Source: an optimization exercise on an open RTL-to-GDS flow (aim: small area). Production flows keep margins and buffers that such runs may drop. Only simulation tests tie the RTL to the original design; equivalence was not proved. No activity file was given, so power comes from the tool's default toggle rates.

[flow/config.mk]
export PLATFORM = sky130hd
export DESIGN_NAME = top
export DESIGN_NICKNAME = top
export VERILOG_FILES = /design/flow/design.v
export SDC_FILE = /design/flow/constraint.sdc
export NUM_CORES = 4
export LEC_CHECK = 0
export CAP_MARGIN = 20
export CORE_MARGIN = 2
export CORE_UTILIZATION = 40
export SLEW_MARGIN = 20
[flow/constraint.sdc]
create_clock -name core_clock -period 11.0 [get_ports {clk}]
set_input_delay 2.2000 -clock core_clock [delete_from_list [all_inputs] [get_ports {clk}]]
set_output_delay 2.2000 -clock core_clock [all_outputs]
set_load 0.01 [all_outputs]
[flow/design.v]
`timescale 1ns/1ps
module top(clk, por, master, slave, led, an, seg, reset, switch, resume);
    input clk, por, reset, switch, resume;
    input [6:0] slave;
    output reg [5:0] led;
    output reg[3:0] an;
    output reg[7:0] seg;
    output [9:0] master;
    wire rst_db, rst_op, switch_db, switch_op, resume_db, resume_op;
    wire clk17, clk22;
    wire [9:0] player0_score, player1_score;
    wire [5:0] led_tmp;  
    wire [23:0] out_0, out_1;  
    reg [1:0]count;
    reg player;  
    clk_div #(.n(2**4-1)) clk_17 (clk, rst_op | por, clk17);
    clk_div #(.n(2**7-1)) clk_22 (clk, rst_op | por, clk22);
    debounce rstdb(clk, por, clk17, reset, rst_db);
    onepulse rstop(clk, por, clk22, rst_db, rst_op);
    debounce switchdb(clk, por, clk17, switch, switch_db);
    onepulse switchop(clk, por, clk22, switch_db, switch_op);
    debounce resumedb(clk, por, clk17, resume, resume_db);
    onepulse resumeop(clk, por, clk22, resume_db, resume_op);
    dartboard player_0( .clk(clk), .por(por), .clk_board(clk22), .reset(rst_op), .switch(switch_op), .resume(resume_op), .slave(slave), .player(player),
                            .player_score(player0_score), .remain_times(led_tmp[2:0]) );
    dartboard player_1( .clk(clk), .por(por), .clk_board(clk22), .reset(rst_op), .switch(switch_op), .resume(resume_op), .slave(slave), .player(~player),
                            .player_score(player1_score), .remain_times(led_tmp[5:3]) );
    segmentDisplay dis_0(.score(player0_score), .out(out_0));
    segmentDisplay dis_1(.score(player1_score), .out(out_1)); 
    assign master = 10'b0;
    always@(posedge clk) begin
        if(por) begin
            player <= 1'b1;
        end
        else if(clk22) begin
            if(rst_op) begin
                player <= 1'b1;
            end
            else begin
                if(switch_op) player <= ~player;
                else    player <= player;
            end
        end
    end
    always@(*) begin
        if(player) begin
            led[2:0] = led_tmp[2:0];
            led[5:3] = 3'b000;
        end
        else begin
            led[2:0] = 3'b000;
            led[5:3] = led_tmp[5:3];
        end
    end
    always @(posedge clk) begin
        if(por) begin
            count <= 2'b0;
        end
        else if(clk17) begin
            if(rst_op) begin
                count <= 2'b0;
            end
            else begin
                count <= count+1'b1;
            end
        end
        else begin
        end
    end
    always @(*)begin
        if(player) begin
            case(count)
                2'b00:begin
                    seg = (player0_score==10'd0)? 8'b11110101 : out_0[7:0];  
                    an = 4'b1110;
                end
                2'b01:begin
                    if(player0_score<10'd10 && player0_score>10'd0) seg = 8'b11111111;
                    else if (player0_score==8'd0) seg = 8'b11110011;  
                    else seg = out_0[15:8];
                    an = 4'b1101;
                end
                2'b10:begin
                    seg = (player0_score==10'd0)? 8'b11100101 : out_0[23:16];  
                    an = 4'b1011;
                end
                2'b11:begin
                    seg = 8'b11111111;
                    an = 4'b0111;
                end
                default:begin
                    seg = 8'b11111111;
                    an = 4'b1111;
                end
            endcase
        end
        else begin
            case(count)
                2'b00:begin
                    seg = (player1_score==10'd0)? 8'b11110101 : out_1[7:0];
                    an = 4'b1110;
                end
                2'b01:begin
                    if(player1_score<10'd10 && player1_score>10'd0) seg = 8'b11111111;
                    else if (player1_score==10'd0) seg = 8'b11110011;
                    else seg = out_1[15:8];
                    an = 4'b1101;
                end
                2'b10:begin
                    seg = (player1_score==10'd0)? 8'b11100101 : out_1[23:16];
                    an = 4'b1011;
                end
                2'b11:begin
                    seg = 8'b11111111;
                    an = 4'b0111;
                end
                default:begin
                    seg = 8'b11111111;
                    an = 4'b1111;
                end
            endcase
        end
    end
endmodule
module segmentDisplay(score, out);
    input [9:0] score;
    output [23:0] out;
    wire [3:0] num_hun,num_ten,num_one;
    reg [7:0] hun, ten, one;
    assign num_hun = score/100;
    assign num_ten = score/10%10;
    assign num_one = score%10;
    assign out = {hun, ten, one};
    always @(*) begin
        case (num_hun)
            4'd0 : hun = 8'b11111111;	
            4'd1 : hun = 8'b10011111;                                                   
            4'd2 : hun = 8'b00100101;                                                   
            4'd3 : hun = 8'b00001101;                                                
            4'd4 : hun = 8'b10011001;                                                  
            4'd5 : hun = 8'b01001001; 
            4'd11: hun = 8'b11100101;                                                 
            default : hun = 8'b11111111;
        endcase
    end
    always @(*) begin
        case (num_ten)
            4'd0 : ten = 8'b00000011;	
            4'd1 : ten = 8'b10011111;                                                   
            4'd2 : ten = 8'b00100101;                                                   
            4'd3 : ten = 8'b00001101;                                                
            4'd4 : ten = 8'b10011001;                                                  
            4'd5 : ten = 8'b01001001;                                                  
            4'd6 : ten = 8'b01000001;   
            4'd7 : ten = 8'b00011111;   
            4'd8 : ten = 8'b00000001;   
            4'd9 : ten = 8'b00001001;
            4'd11: ten = 8'b11110011;
            default : ten = 8'b00000011;
        endcase
    end
    always @(*) begin
        case (num_one)
            4'd0 : one = 8'b00000011;	
            4'd1 : one = 8'b10011111;                                                   
            4'd2 : one = 8'b00100101;                                                   
            4'd3 : one = 8'b00001101;                                                
            4'd4 : one = 8'b10011001;                                                  
            4'd5 : one = 8'b01001001;                                                  
            4'd6 : one = 8'b01000001;   
            4'd7 : one = 8'b00011111;   
            4'd8 : one = 8'b00000001;   
            4'd9 : one = 8'b00001001;
            4'd11: one = 8'b11110101;
            default : one = 8'b11111111;
        endcase
    end
endmodule
module dartboard(clk, por, clk_board, reset, switch, resume, slave, player, player_score, remain_times);
    input clk, por, clk_board, reset, switch, resume, player;
    input [6:0] slave;
    output reg [9:0] player_score;
    output reg [2:0] remain_times;
    reg [2:0] state, next_state;
    reg [9:0] score, next_score;
    reg [9:0] dec_score;  
    reg [2:0] next_remain;
    parameter WAIT = 3'b000;
    parameter CNT = 3'b001;
    parameter HOLD = 3'b010;
    parameter SWITCH = 3'b011;
    parameter FINISH = 3'b100;
    always@(posedge clk) begin
        if(por) begin
            state <= WAIT;
            player_score <= 10'd101;
            remain_times <= 3'b111;
            score <= 10'd0;
        end
        else if(clk_board) begin
            if(reset) begin
                state <= WAIT;
                player_score <= 10'd101;
                remain_times <= 3'b111;
                score <= 10'd0;
            end
            else begin
                state <= next_state;
                player_score <= next_score;
                remain_times <= next_remain;
                if(player && state==WAIT) score <= dec_score;
            end
        end
        else begin
        end
    end
    always@(*) begin
        dec_score = 10'd0;
        if(player) begin
            case(state)
            WAIT:begin
                next_score = player_score;
                next_remain = remain_times;
                if(slave==7'b1011111)begin 
                    next_state = CNT;
                    dec_score = 10'd2;
                end
                else if(slave==7'b1111101)begin 
                    next_state = CNT;
                    dec_score = 10'd2;
                end
                else if(slave==7'b1101111)begin 
                    next_state = CNT;
                    dec_score = 10'd1;
                end
                else if(slave==7'b1111011)begin 
                    next_state = CNT;
                    dec_score = 10'd1;
                end
                else if(slave==7'b1110111)begin 
                    next_state = CNT;
                    dec_score = 10'd10;
                end
                else if(slave==7'b0111111)begin 
                    next_state = CNT;
                    dec_score = 10'd3;
                end
                else if(slave==7'b1111110)begin 
                    next_state = CNT;
                    dec_score = 10'd3;
                end 
                else begin
                    next_state = WAIT;
                    dec_score = 10'd0;
                end
            end
            CNT:begin
                next_score = (player_score>=score) ? player_score-score : player_score;
                if((player_score-score)==10'd0)begin
                    next_remain = remain_times;
                    next_state = FINISH;
                end
                else begin 
                    if(remain_times==3'b111) begin
                        next_remain = 3'b011;
                        next_state = HOLD;
                    end
                    else if(remain_times==3'b011) begin
                        next_remain = 3'b001;
                        next_state = HOLD;
                    end
                    else if(remain_times==3'b001) begin
                        next_remain = 3'b000;
                        next_state = SWITCH;
                    end
                    else begin
                        next_remain = 3'b000;
                        next_state = HOLD;
                    end
                end
            end
            HOLD:begin
                next_score = player_score;
                next_remain = remain_times;
                next_state = (resume)?WAIT:HOLD;
            end
            SWITCH:begin 
                if(switch) begin
                    next_remain = 3'b111;
                    next_score = player_score;
                    next_state = WAIT;
                end else begin
                    next_remain = remain_times;
                    next_score = player_score;
                    next_state = SWITCH;
                end
            end
            FINISH:begin
                if(player_score==10'd0) next_remain = 3'b111;
                else    next_remain = 3'b111;
                next_score = player_score;
                next_state = FINISH;
            end
            default:begin
                next_remain = remain_times;
                next_score = player_score;
                next_state = state;
            end
            endcase
        end
        else begin
            next_remain = remain_times;
            next_score = player_score;
            next_state = state;
        end
    end
endmodule
module clk_div #(parameter n=(10**7-1)) (clk, rst, new_clk);
input clk, rst;
output new_clk;
reg [32-1:0] cnt;
wire [32-1:0] next_cnt;
    always@(posedge clk)begin
        if(rst) begin
            cnt <= 0;
        end
        else begin
            cnt <= next_cnt;
        end
    end
    assign next_cnt = (cnt==n)?0:cnt+1;
    assign new_clk = (cnt==0)?1'b1:1'b0;
endmodule
module debounce (clk, por, clk_db, btn, btn_debounced);
input clk, por, clk_db, btn;
output btn_debounced;
reg [2:0] dff;
    always@(posedge clk) begin
        if(por) begin
            dff <= 3'b000;
        end
        else if(clk_db) begin
            dff[2:1] <= dff[1:0];
            dff[0] <= btn;
        end
    end
    assign btn_debounced = (dff==3'b111) ? 1'b1 : 1'b0;
endmodule
module onepulse (clk, por, clk_op, btn_debounced, btn_onepulse);
input clk, por, clk_op, btn_debounced;
output reg btn_onepulse;
reg debounced_delay;
    always@(posedge clk) begin
        if(por) begin
            btn_onepulse <= 1'b0;
            debounced_delay <= 1'b0;
        end
        else if(clk_op) begin
            btn_onepulse <= btn_debounced & (!debounced_delay);
            debounced_delay <= btn_debounced;
        end
    end
endmodule
[flow/run.sh]
#!/bin/bash
# synth_recipe.tcl (not shown) runs the flow's synth.tcl, then flattens the netlist and writes it again
# the make line also repeats each setting of config.mk as NAME=value (left out here)
make -C /OpenROAD-flow-scripts/flow DESIGN_CONFIG=/design/flow/config.mk WORK_HOME=/design/flow/orfs CLKGATE_MAP_FILE= SYNTH_SCRIPT=/design/flow/synth_recipe.tcl finish
==> run summary <==
-- state kept, by name (all words and copies together) (netlist names) --
name and flops:
player_0.state 3, switchop.btn_onepulse 1, player_0.remain_times 3, clk_17.cnt 32
player 1, clk_22.cnt 32, rstop.debounced_delay 1, rstop.btn_onepulse 1
switchdb.dff 3, player_0.player_score 10, rstdb.dff 3, player_1.remain_times 3
resumedb.dff 3, player_1.score 3, count 2, switchop.debounced_delay 1
resumeop.btn_onepulse 1, player_1.state 3, player_1.player_score 10, resumeop.debounced_delay 1
player_0.score 3
-- worst max-delay path by stage --
stage	end	slack, ns	cells past startpoint
after global placement	seg[7]	0.61	32
after CTS	seg[7]	0.01	31
after floorplan	seg[4]	1.38	32
after detailed placement	seg[7]	0.34	32
final	seg[5]	0.45	31
after global routing	seg[7]	-0.12	33
-- metrics by stage --
stage | util | std cells | TNS (ns) | power, W | hold WS (ns)
after detailed placement | 0.4254 | 2134 | 0 | 0.0005951 | 0.4761
after global routing | 0.4555 | 2178 | -0.2396 | 0.001179 | 0.5030
final | 0.4555 | 2178 | 0 | 0.001132 | 0.4848
after floorplan | - | 1782 | 0 | 0.0005475 | 0.4410
after CTS | 0.4446 | 2166 | 0 | 0.001138 | 0.4886
after global placement | 0.4254 | 2134 | 0 | 0.0005944 | 0.4646
-- area by class of cell --
class,count,area [sq um],share of cell area
well taps,396,495.5,0.03528
clock inverters,15,155.1,0.01105
inverters,80,302.8,0.02156
clock buffers,17,425.4,0.03029
multi-input cells,1480,9668,0.6884
flip-flops and latches,120,2406,0.1713
repair buffers,70,590.6,0.04205
-- repair_timing --
action,4_1_cts,5_1_grt
gates cloned,0,2
resized for setup,3,50
setup buffers,0,10
endpoints found under the setup margin,3,7
pin swaps,0,9
-- report_power, final --
group | internal (W) | switching [W] | total, W
clock network | 0.000333 | 0.000208 | 0.000542
logic | 0.0000594 | 0.0000834 | 0.000143
registers | 0.000441 | 0.00000678 | 0.000447
-- critical path, delay by kind of cell (launching register included) --
kind                     cells  cell delay [ns]
XOR/XNOR                     1             0.29
AO/OA/AOI/OAI               16             3.56
flip-flops                   1             0.33
multiplexers                 1             0.30
adder cells (fa/ha/maj)      3             1.02
buffers and inverters        3             0.83
AND/OR/NAND/NOR              7             1.59
-- placed cells by master (no fill, tap or decap), drive strengths merged, types with 11 or more instances in the layout --
| master | synthesis | layout |
|---|---|---|
| a211o | 14 | 14 |
| a211oi | 26 | 26 |
| a21o | 17 | 17 |
| a21oi | 126 | 126 |
| a31oi | 22 | 22 |
| and2 | 18 | 18 |
| and3 | 20 | 20 |
| buf | 45 | 43 |
| clkbuf | 59 | 17 |
| clkdlybuf4s50 | 0 | 27 |
| clkinv | 5 | 14 |
| conb | 2 | 11 |
| dfxtp | 120 | 120 |
| ha | 57 | 57 |
| inv | 75 | 76 |
| mux2i | 32 | 32 |
| nand2 | 147 | 147 |
| nand2b | 24 | 24 |
| nand3 | 69 | 69 |
| nand4 | 41 | 41 |
| nor2 | 244 | 244 |
| nor2b | 20 | 20 |
| nor3 | 56 | 56 |
| nor3b | 12 | 12 |
| nor4 | 25 | 26 |
| o211ai | 25 | 25 |
| o21ai | 118 | 118 |
| o22ai | 14 | 14 |
| o31ai | 18 | 18 |
| or2 | 15 | 15 |
| or3 | 27 | 27 |
| xnor2 | 42 | 42 |
| xor2 | 47 | 47 |
-- cells by family after synthesis --
kind of cell / count (synthesis)
AOI/OAI and AO/OA: 516
xor gates and xnor gates: 89
adders and majority gates: 65
buffers and inverters: 184
DFF: 120
muxes: 37
other: 2
and+or+nand+nor: 760
-- metal layers --
metal  global-route usage  vias to the layer above  routed length, um
met5                    0                        -                  0
met4              0.05236                        0                623
met3              0.03209                       56               2048
met2               0.3267                      455              15700
met1               0.2854                     6134              16650
li1                     -                     6475                  -
==> out/results.tsv <==
metric	value	unit
Die H	181.4	um
clk slew on worst S/H paths	0.06	ns
layout cells sized above 1	0.1061	
Post-Syn Area	0.01259	sq mm
diode count	0	
placed cell area	0.01311	sq mm
PortBufs	28	
worst ir drop on vdd	0.08888	mV
first-pass iteration count of the detailed router	5	
worst slew pin tran	0.9883	ns
starting DRC count in detailed routing	1239	
Unique masters post-synth	116	
crit path time final	10.55	ns
placeable core area	0.03083	sq mm
CP required	8.80	ns
prevailing post-synth register cell	dfxtp_1	
Slowest-stage cell, CP	clkdlybuf4s50_1	
# DRC	0	
setup ws final	0.4458	ns
Relative slew margins	0.3411	
# hold bufs at CTS	0	
largest net degree at the start of global routing	48	
TritonCTS Buffers	17	
fin area	0.01404	sq mm
clock skew	0.009623	ns
cell accounting for the most synthesized area	dfxtp_1	
Synth Area in XOR/XNOR	0.06249	
crit-path max FO	11	
CTS Sinks	120	
top cells by area, synth	dfxtp_1, nor2_1, ha_1	
hold wc startpoint	clk_17.cnt[0]	
die area	0.03292	sq mm
status	finished clean	
mux contribution to synthesized area	0.03020	
post-DR vias/cell	6.024	
most frequent cell after synthesis	nor2_1	
gpl congestion	0.9111	
num rows	64	
Total Routing Usage GR	0.2040	
num ports	40	
total grt overflow	0	
via count	13120	
Hold Path Class	flip-flop to flip-flop	
R2R Path Start	player_0.player_score[1]	
Final Cycle Share	0.9595	
Slew Limit Fails	0	
Power Dens Cells	80.59	mW/mm^2
antenna violations before repair	0	
Die W	181.4	um
Critical Path End Type	primary output	
Syn Area/Cell	7.103	sq um
r2r endpoint	player_0.remain_times[2]	
register area share after synthesis	0.1908	
ys async rst share	0	
type of the worst setup path	flip-flop to primary output	
final hold vios	0	
antenna-violating nets left	0	
r2r setup slk	7.24	ns
CTS tree	done	
Fillers	3078	
post-synth top area share	0.1908	
hold endpoint	clk_17.cnt[0]	
critical path's largest stage delay	0.60	ns
Reg2Reg Depth	12	
worst setup path startpoint	player_0.player_score[7]	
crit path DAT	8.35	ns
number of global-route vias before repair	11840	
Clock H-tree levels	4	
Place WS	0.3382	ns
Clk Latency, worst-skew pair	0.42	ns
hold path depth	1	
Fmax	94.75	MHz
Max-Cap Viols	0	
DRT Wirelength	35020	um
synthesis-stage register bit count	120	
first-pass GRT wire length	57600	um
Post-synth EDFFs	0	
largest family of logic cells by synthesized area	simple AND/OR/NAND/NOR gates	
Setup Viol. Count Final	0	
WL/cell	16.08	um
Synth Area in Compound Gates	0.2819	
CP Launch Type	flip-flop	
Syn Inst Count	1773	
Commonest cells post-synth	nor2_1, nand2_1, a21oi_1, dfxtp_1, o21ai_0	
post-DP HPWL	25480	um
simple-gate share of the synthesized area	0.3037	
Initial Utilization	0.4085	
leakage power	5.307	nW
Root Buffer Master	clkbuf_16	
Nets	1840	
Yosys warning total	7	
buffer depth of the longest clock path	2	
Area Overhead vs Synth	11.52	%
post-synthesis adder-cell area fraction	0.06478	

-- port drivers added, routing unchanged --
No port has a modelled driver above. Below, the same layout with a new extraction and two added sets of constraints. Step 1 assumes that a clkbuf_16 drives the clock port and a buf_2 every other input. Step 2 also shifts input and output timing later by t, the mid clock arrival at the registers, as if the neighbouring blocks saw the same clock. Three values: no drivers, after step 1, after step 2; two values: the first two.
shift t [ns]: 0.455
slack for setup (ns): 0.446 / 0.403 / 0.858
hold WS [ns]: 0.485 / 0.485 / 0.485
worst data-port slew with drivers (ns): 0.03
pins driven straight from the clock port: 1
After both steps setup and hold are still met in this run. For this run, drivers alone change the setup slack by -0.043 ns; drivers and shift together by +0.412 ns.
